Background: an optimization exercise with open tools, aiming at small area. Do not read the settings as production practice. Function was checked by simulation only, so behaviour that the tests miss may differ from the original. Power is estimated from default activity; no workload was simulated.

===== flow/design.v =====
module Cinema(input [17:0]SW, input clk, input rst, output [17:0]LEDR , input [3:0]KEY, output [7:0]HEX0,
			  output [7:0]HEX4, output [7:0]HEX5, output [7:0]HEX6, output [7:0]HEX7, output [7:0]HEX1, output [7:0]HEX2, output [7:0]HEX3);
function [7:0] seg;
  input [3:0] d;
  reg [7:0] s;
  integer k;
  begin
    case (d)
      4'h0: s = 8'b11111100;
      4'h1: s = 8'b01100000;
      4'h2: s = 8'b11011010;
      4'h4: s = 8'b01100110;
      4'h6: s = 8'b10111110;
      4'hC: s = 8'b01101110;
      4'hF: s = 8'b10001110;
      default: s = 8'b00000000;
    endcase
    for (k = 0; k < 8; k = k + 1) seg[k] = ~s[7-k];
  end
endfunction
reg fE;           
reg hE;           
reg aE;           
reg wp;           
reg [1:0] fd;     
reg [1:0] dH;     
reg lf;           
reg [6:0] r;      
reg [17:0] pend;  
reg [17:0] m0, m1, m2, m3;  
wire k1110 = KEY == 4'b1110;
wire k1101 = KEY == 4'b1101;
wire k1011 = KEY == 4'b1011;
wire k0111 = KEY == 4'b0111;
wire k0011 = KEY == 4'b0011;
wire pickF = !fE & (k1110 | k1101);
wire pickH = fE & !hE & (k1011 | k0111);
wire conf  = hE & !aE & k0011;
wire paying = aE & !r[6];
reg [4:0] q;
integer i;
always @(*) begin
  q = 5'd0;
  for (i = 0; i < 18; i = i + 1) q = q + SW[i];
end
wire [6:0] price = {2'b00, q} + {1'b0, q, 1'b0};
wire [6:0] add = k1110 ? 7'd1 : k1101 ? 7'd2 : k1011 ? 7'd4 : k0111 ? 7'd10 : 7'd0;
wire [6:0] rn = r - add;
wire done = aE & (r[6] | rn == 7'd0);
wire [1:0] sel = {lf, dH[1]};
reg [17:0] msel;
always @(*)
  case (sel)
    2'd0: msel = m0;
    2'd1: msel = m1;
    2'd2: msel = m2;
    default: msel = m3;
  endcase
wire [17:0] sum = msel + pend;
always @(posedge clk) begin
  pend <= SW;
  if (conf) r <= price;
  else if (paying) r <= rn;
  if (pickH) lf <= fd[1];
  if (rst) begin
    fE <= 1'b0; hE <= 1'b0; aE <= 1'b0; wp <= 1'b0; fd <= 2'd0; dH <= 2'd0;
    m0 <= 18'd0; m1 <= 18'd0; m2 <= 18'd0; m3 <= 18'd0;
  end else begin
    wp <= conf;
    if (pickF) begin fE <= 1'b1; fd <= k1110 ? 2'd1 : 2'd2; end
    if (pickH) begin hE <= 1'b1; dH <= k1011 ? 2'd1 : 2'd2; end
    if (conf) aE <= 1'b1;
    if (done) begin fE <= 1'b0; hE <= 1'b0; aE <= 1'b0; end
    if (wp && sel == 2'd0) m0 <= sum;
    if (wp && sel == 2'd1) m1 <= sum;
    if (wp && sel == 2'd2) m2 <= sum;
    if (wp && sel == 2'd3) m3 <= sum;
  end
end
wire tv = dH[0] | dH[1];
assign LEDR = tv ? ~msel : 18'd0;
assign HEX7 = seg(4'hF);
assign HEX5 = seg(4'hC);
assign HEX6 = seg({2'b00, fd});
assign HEX4 = seg({2'b00, dH});
assign HEX3 = seg({3'b000, tv});
assign HEX2 = seg(dH[1] ? 4'h6 : dH[0] ? 4'h4 : 4'h0);
assign HEX1 = seg(4'h0);
assign HEX0 = seg(4'h0);
endmodule

===== flow/run.sh =====
#!/bin/bash
# synth_recipe.tcl (not shown) runs the flow's synth.tcl, then flattens the netlist and writes it again
# the make line also repeats each setting of config.mk as NAME=value (left out here)
make -C /OpenROAD-flow-scripts/flow DESIGN_CONFIG=/design/flow/config.mk WORK_HOME=/design/flow/orfs CLKGATE_MAP_FILE= SYNTH_SCRIPT=/design/flow/synth_recipe.tcl finish

===== flow/config.mk =====
export PLATFORM = sky130hd
export DESIGN_NAME = Cinema
export DESIGN_NICKNAME = Cinema
export VERILOG_FILES = /design/flow/design.v
export SDC_FILE = /design/flow/constraint.sdc
export NUM_CORES = 4
export LEC_CHECK = 0
export CAP_MARGIN = 20
export CORE_MARGIN = 2
export CORE_UTILIZATION = 40
export SLEW_MARGIN = 20

===== flow/constraint.sdc =====
create_clock -name core_clock -period 20.0 [get_ports {clk}]
set_input_delay 4.0000 -clock core_clock [delete_from_list [all_inputs] [get_ports {clk}]]
set_output_delay 4.0000 -clock core_clock [all_outputs]
set_load 0.01 [all_outputs]

==> impl_table.tex <==
\begin{tabular}{lr}
\hline
Metric & Value \\
\hline
\multicolumn{2}{l}{\textbf{Critical path}} \\
Required time of the critical path & 20,080 ps \\
Launching element of the worst setup path & SW[0] \\
Critical Path AT & 9120 ps \\
Launching point of the worst reg2reg path & lf \\
Cell type of the slowest stage on the worst timing path & sky130\_fd\_sc\_hd\_\_fa\_1 \\
Critical Path End Type & flip-flop \\
Sequence of cells on the critical path & clkdlybuf4s50\_1, inv\_1, fa\_1, fa\_1, fa\_1, fa\_1, fa\_1, inv\_1, ha\_1, fa\_1, ha\_1, fa\_1, a21o\_1, a21oi\_1, xnor2\_1, nor2\_1, a21oi\_1 \\
Category of the worst setup path launch point & primary input \\
Crit Path Class & in2reg \\
Maximum fanout along the worst path & 3 \\
Top cell by count, worst path & sky130\_fd\_sc\_hd\_\_fa\_1 \\
Max stage delay on crit path & 650 ps \\
\multicolumn{2}{l}{\textbf{Timing}} \\
Layout Skew & 10.6 ps \\
Final number of hold-violating endpoints & 0 \\
Slew headroom & 0.405 \\
Max-slew violation total from the final report & 0 \\
Period utilization & 0.452 \\
Slew of the pin with the lowest slew margin & 893 ps \\
Number of setup violations in the final report & 0 \\
F\_max & 111 MHz \\
Minimum clock period after layout & 9040 ps \\
RSZ-0062 raised after global routing & false \\
Final sum of negative setup slack & 0 ps \\
\multicolumn{2}{l}{\textbf{Synthesis}} \\
Yosys warns & 1 \\
Area fraction in and, or, nand and nor cells after synthesis & 0.193 \\
Multiplexer area fraction after synthesis & 0.0668 \\
Most frequent cell after synthesis & sky130\_fd\_sc\_hd\_\_nand2\_1 \\
Largest family of logic cells by synthesized area & simple AND/OR/NAND/NOR gates \\
Avg Cell Area, Syn & 8.63 um\^{}2 \\
Fraction of registers with async set/reset & 0 \\
Cell type with the highest aggregate area in the netlist & sky130\_fd\_sc\_hd\_\_dfxtp\_1 \\
Share of Yosys cell area claimed by the top area cell type & 0.302 \\
Synth top cells by count & sky130\_fd\_sc\_hd\_\_nand2\_1, sky130\_fd\_sc\_hd\_\_dfxtp\_1, sky130\_fd\_sc\_hd\_\_a21oi\_1, sky130\_fd\_sc\_hd\_\_buf\_4, sky130\_fd\_sc\_hd\_\_nor2\_1 \\
XOR/XNOR share of the synthesized area & 0.0243 \\
Netlist Area Pre-Place & 6500 um\^{}2 \\
Arithmetic-cell share of the synthesized area counting full adders, half adders and majority gates & 0.114 \\
Synth Flop Type & sky130\_fd\_sc\_hd\_\_dfxtp\_1 \\
Largest cells by area after synthesis & sky130\_fd\_sc\_hd\_\_dfxtp\_1, sky130\_fd\_sc\_hd\_\_ha\_1, sky130\_fd\_sc\_hd\_\_buf\_4 \\
Flip-flop and latch count after synthesis & 106 \\
Gate count of the mapped netlist & 753 \\
Count of flip-flops with a built-in enable after synthesis & 8 \\
Synthesized-area fraction occupied by ao, oa, aoi and oai cells & 0.153 \\
Unique masters post-synth & 59 \\
Register area share after synthesis & 0.339 \\
\multicolumn{2}{l}{\textbf{Clock network}} \\
CTS H-tree depth & 3 \\
Number of buffers between clock root and the deepest sink & 2 \\
Num CTS Buffers & 9 \\
PostCTS Resize Cnt & 0 \\
Worst-path clk slew & 70 ps \\
Clock sink count & 106 \\
TritonCTS clock tree & yes \\
Clk root buf & sky130\_fd\_sc\_hd\_\_clkbuf\_16 \\
Worst-Skew Late Latency & 360 ps \\
Post-CTS Repair Setup Buffers & 0 \\
Quantity of hold-fixing buffers added after cts & 0 \\
\multicolumn{2}{l}{\textbf{Global route}} \\
Overall overflow remaining after global route & 0 \\
First-pass GRT wire length & 26.1 mm \\
Largest net degree at the start of global routing & 84 \\
Antenna violations before repair & 0 \\
GRT Resource Usage Total & 0.189 \\
Via count of the first global-routing pass & 5,155 \\
\multicolumn{2}{l}{\textbf{Worst hold path}} \\
Hold Crit Class & reg2reg \\
Start point of the worst min-delay path & m3[8] \\
\multicolumn{2}{l}{\textbf{Job}} \\
MaxCap Viol Count & 0 \\
\multicolumn{2}{l}{\textbf{Route}} \\
Routed wirelength normalized by instance count & 16.3 um \\
Routed via count & 5,275 \\
Iteration count of the initial detailed-routing pass & 5 \\
Final wirelength & 16.2 mm \\
Via/cell ratio & 5.30 \\
Number of DRC markers in iteration 0 & 464 \\
Routed Antenna Nets & 0 \\
DRC violation count after routing & 0 \\
\multicolumn{2}{l}{\textbf{Pwr}} \\
Combinational power share & 0.362 \\
Pwr Density & 83.5 nW/um\^{}2 \\
Portion of total power attributed to sequential cells & 0.357 \\
Worst supply voltage drop on vdd & 84.4 uV \\
Leakage dissipation & 0.00292 uW \\
Power share of the clock group & 0.282 \\
Net switching fraction of the power & 0.331 \\
Int Power & 408 uW \\
Reported net switching power & 202 uW \\
\multicolumn{2}{l}{\textbf{Place}} \\
Weighted congestion at the end of routability-driven global placement & 0.811 \\
HPWL Detailed & 11.3 mm \\
Port Buffers & 64 \\
Placed instance count & 979 \\
\multicolumn{2}{l}{\textbf{Floorplanning}} \\
Row count & 46 \\
Floorplan Core Area & 15,900 um\^{}2 \\
Die X & 131 um \\
Die Y-Extent & 131 um \\
Starting density of the core & 0.409 \\
Die Area & 17,300 um\^{}2 \\
Top-Level Pins & 106 \\
\multicolumn{2}{l}{\textbf{Final layout}} \\
Cell Count, Final, Fillers Out & 995 \\
Filler cell count in the final layout & 1,572 \\
Nets & 848 \\
Area growth from synthesis to final layout & 12.5\% \\
Fraction of layout instances using a drive strength above 1 & 0.0693 \\
Antenna diodes & 0 \\
\multicolumn{2}{l}{\textbf{Status}} \\
Status & no timing/DRC/antenna violations \\
\hline
\end{tabular}
layout make-up:
cell class / count / area (um^2) / area share
Sequential cell: 106 / 2200 / 0.301
Tap cell: 216 / 270 / 0.0370
Clock buffer: 11 / 243 / 0.0332
Multi-Input combinational cell: 550 / 3730 / 0.511
Clock inverter: 5 / 37.5 / 0.00514
Timing Repair Buffer: 71 / 688 / 0.0942
Inverter: 36 / 135 / 0.0185
cell usage in the layout (no fill, tap or decap), types with 3 or more instances in the layout:
master,n
sky130_fd_sc_hd__ha_1,35
sky130_fd_sc_hd__o21a_1,9
sky130_fd_sc_hd__or3_1,6
sky130_fd_sc_hd__o311ai_0,3
sky130_fd_sc_hd__nor2_1,51
sky130_fd_sc_hd__mux4_2,17
sky130_fd_sc_hd__nand4_1,9
sky130_fd_sc_hd__nor3_1,15
sky130_fd_sc_hd__and2_1,6
sky130_fd_sc_hd__edfxtp_1,8
sky130_fd_sc_hd__a21o_1,15
sky130_fd_sc_hd__nand2_1,100
sky130_fd_sc_hd__buf_4,7
sky130_fd_sc_hd__fa_1,15
sky130_fd_sc_hd__o211ai_1,7
sky130_fd_sc_hd__or4_1,9
sky130_fd_sc_hd__or2_2,4
sky130_fd_sc_hd__dfxtp_1,98
sky130_fd_sc_hd__xnor2_1,11
sky130_fd_sc_hd__clkbuf_16,9
sky130_fd_sc_hd__and3_1,4
sky130_fd_sc_hd__a21oi_1,64
sky130_fd_sc_hd__nand3b_1,8
sky130_fd_sc_hd__xor2_1,7
sky130_fd_sc_hd__clkdlybuf4s50_1,63
sky130_fd_sc_hd__nand3_1,28
sky130_fd_sc_hd__conb_1,41
sky130_fd_sc_hd__inv_1,35
sky130_fd_sc_hd__nor2b_1,7
sky130_fd_sc_hd__a31oi_1,15
sky130_fd_sc_hd__mux2i_1,4
sky130_fd_sc_hd__o21ai_0,18
sky130_fd_sc_hd__nand2b_1,4
sky130_fd_sc_hd__a211oi_1,5
sequential cells by signal (all words and copies together), names as in the netlist:
| name | count |
|---|---|
| aE | 1 |
| dH | 2 |
| fE | 1 |
| fd | 2 |
| hE | 1 |
| lf | 1 |
| m0 | 18 |
| m1 | 18 |
| m2 | 18 |
| m3 | 18 |
| pend | 18 |
| r | 7 |
| wp | 1 |
worst max-delay path, delay by kind of cell:
| kind | cells | cell delay (ps) |
|---|---|---|
| buffers and inverters | 3 | 570 |
| AND/OR/NAND/NOR | 1 | 100 |
| adder cells (fa/ha/maj) | 9 | 3960 |
| XOR/XNOR | 1 | 80 |
| AO/OA/AOI/OAI | 3 | 410 |
path summary, 6_finish.rpt:
check             endpoint  slack (ps)  cells past startpoint
setup reg to reg    m1[16]       16250                     10
hold / removal       m3[8]         450                      2
hold reg to reg      m3[8]         450                      2
setup / recovery      r[5]       10960                     17
cells by family after synthesis:
logic type / count (synthesis)
buf+inv: 136
simple gates: 262
mux: 22
flops: 106
compound gates: 157
xor+xnor: 18
fa+ha+maj: 50
other cells: 2
stage by stage:
step	worst slack [ps]	cell area [um^2]	hold slack (ps)	total power (uW)	util
CTS	10920	7310	457	615	0.460
global placement	10580	7030	439	434	0.442
floorplan	11380	6640	433	401	-
global route	10720	7310	475	652	0.460
finish	10960	7310	455	610	0.460
detailed placement	10570	7030	447	444	0.442
layer usage:
layer	global-route usage	vias up	wire, um
met3	0.0258	22	752
met4	0.0755	0	413
met1	0.243	2536	7210
li1	-	2570	-
met5	0	-	0
met2	0.321	147	7810
power groups by stage:
stage / combinational, uW / sequential, uW / clock [uW]
2_1_floorplan: 180 / 222 / 0
3_3_place_gp: 211 / 223 / 0
3_5_place_dp: 221 / 223 / 0
4_1_cts: 222 / 218 / 175
5_1_grt: 252 / 218 / 183
6_report: 221 / 218 / 172

==> what the ideal ports hide <==
The results above use ideal ports. As a check the final layout listed here was re-extracted and re-timed, cells and wires unchanged. Step 1, drivers: a clkbuf_16 drives clk and a buf_2 each remaining input, both assumed. Step 2 moves the port delays by t, midway between the first and last clock arrival at a register: inputs arrive t later, outputs are due t later. That takes back most of the time a late clock gives input paths. Slacks: ideal ports / drivers / drivers and shift; pairs: ideal ports / drivers.
t (ns): 0.396
setup slack, ns: 10.958 / 10.976 / 10.580
hold WS [ns]: 0.455 / 0.455 / 0.455
latest minus earliest clock arrival (ns): 0.011 / 0.010
pins driven straight from the clock port: 1
After both steps this run still meets setup and hold. For this run, drivers alone change the setup slack by +0.018 ns; drivers and shift together by -0.378 ns.
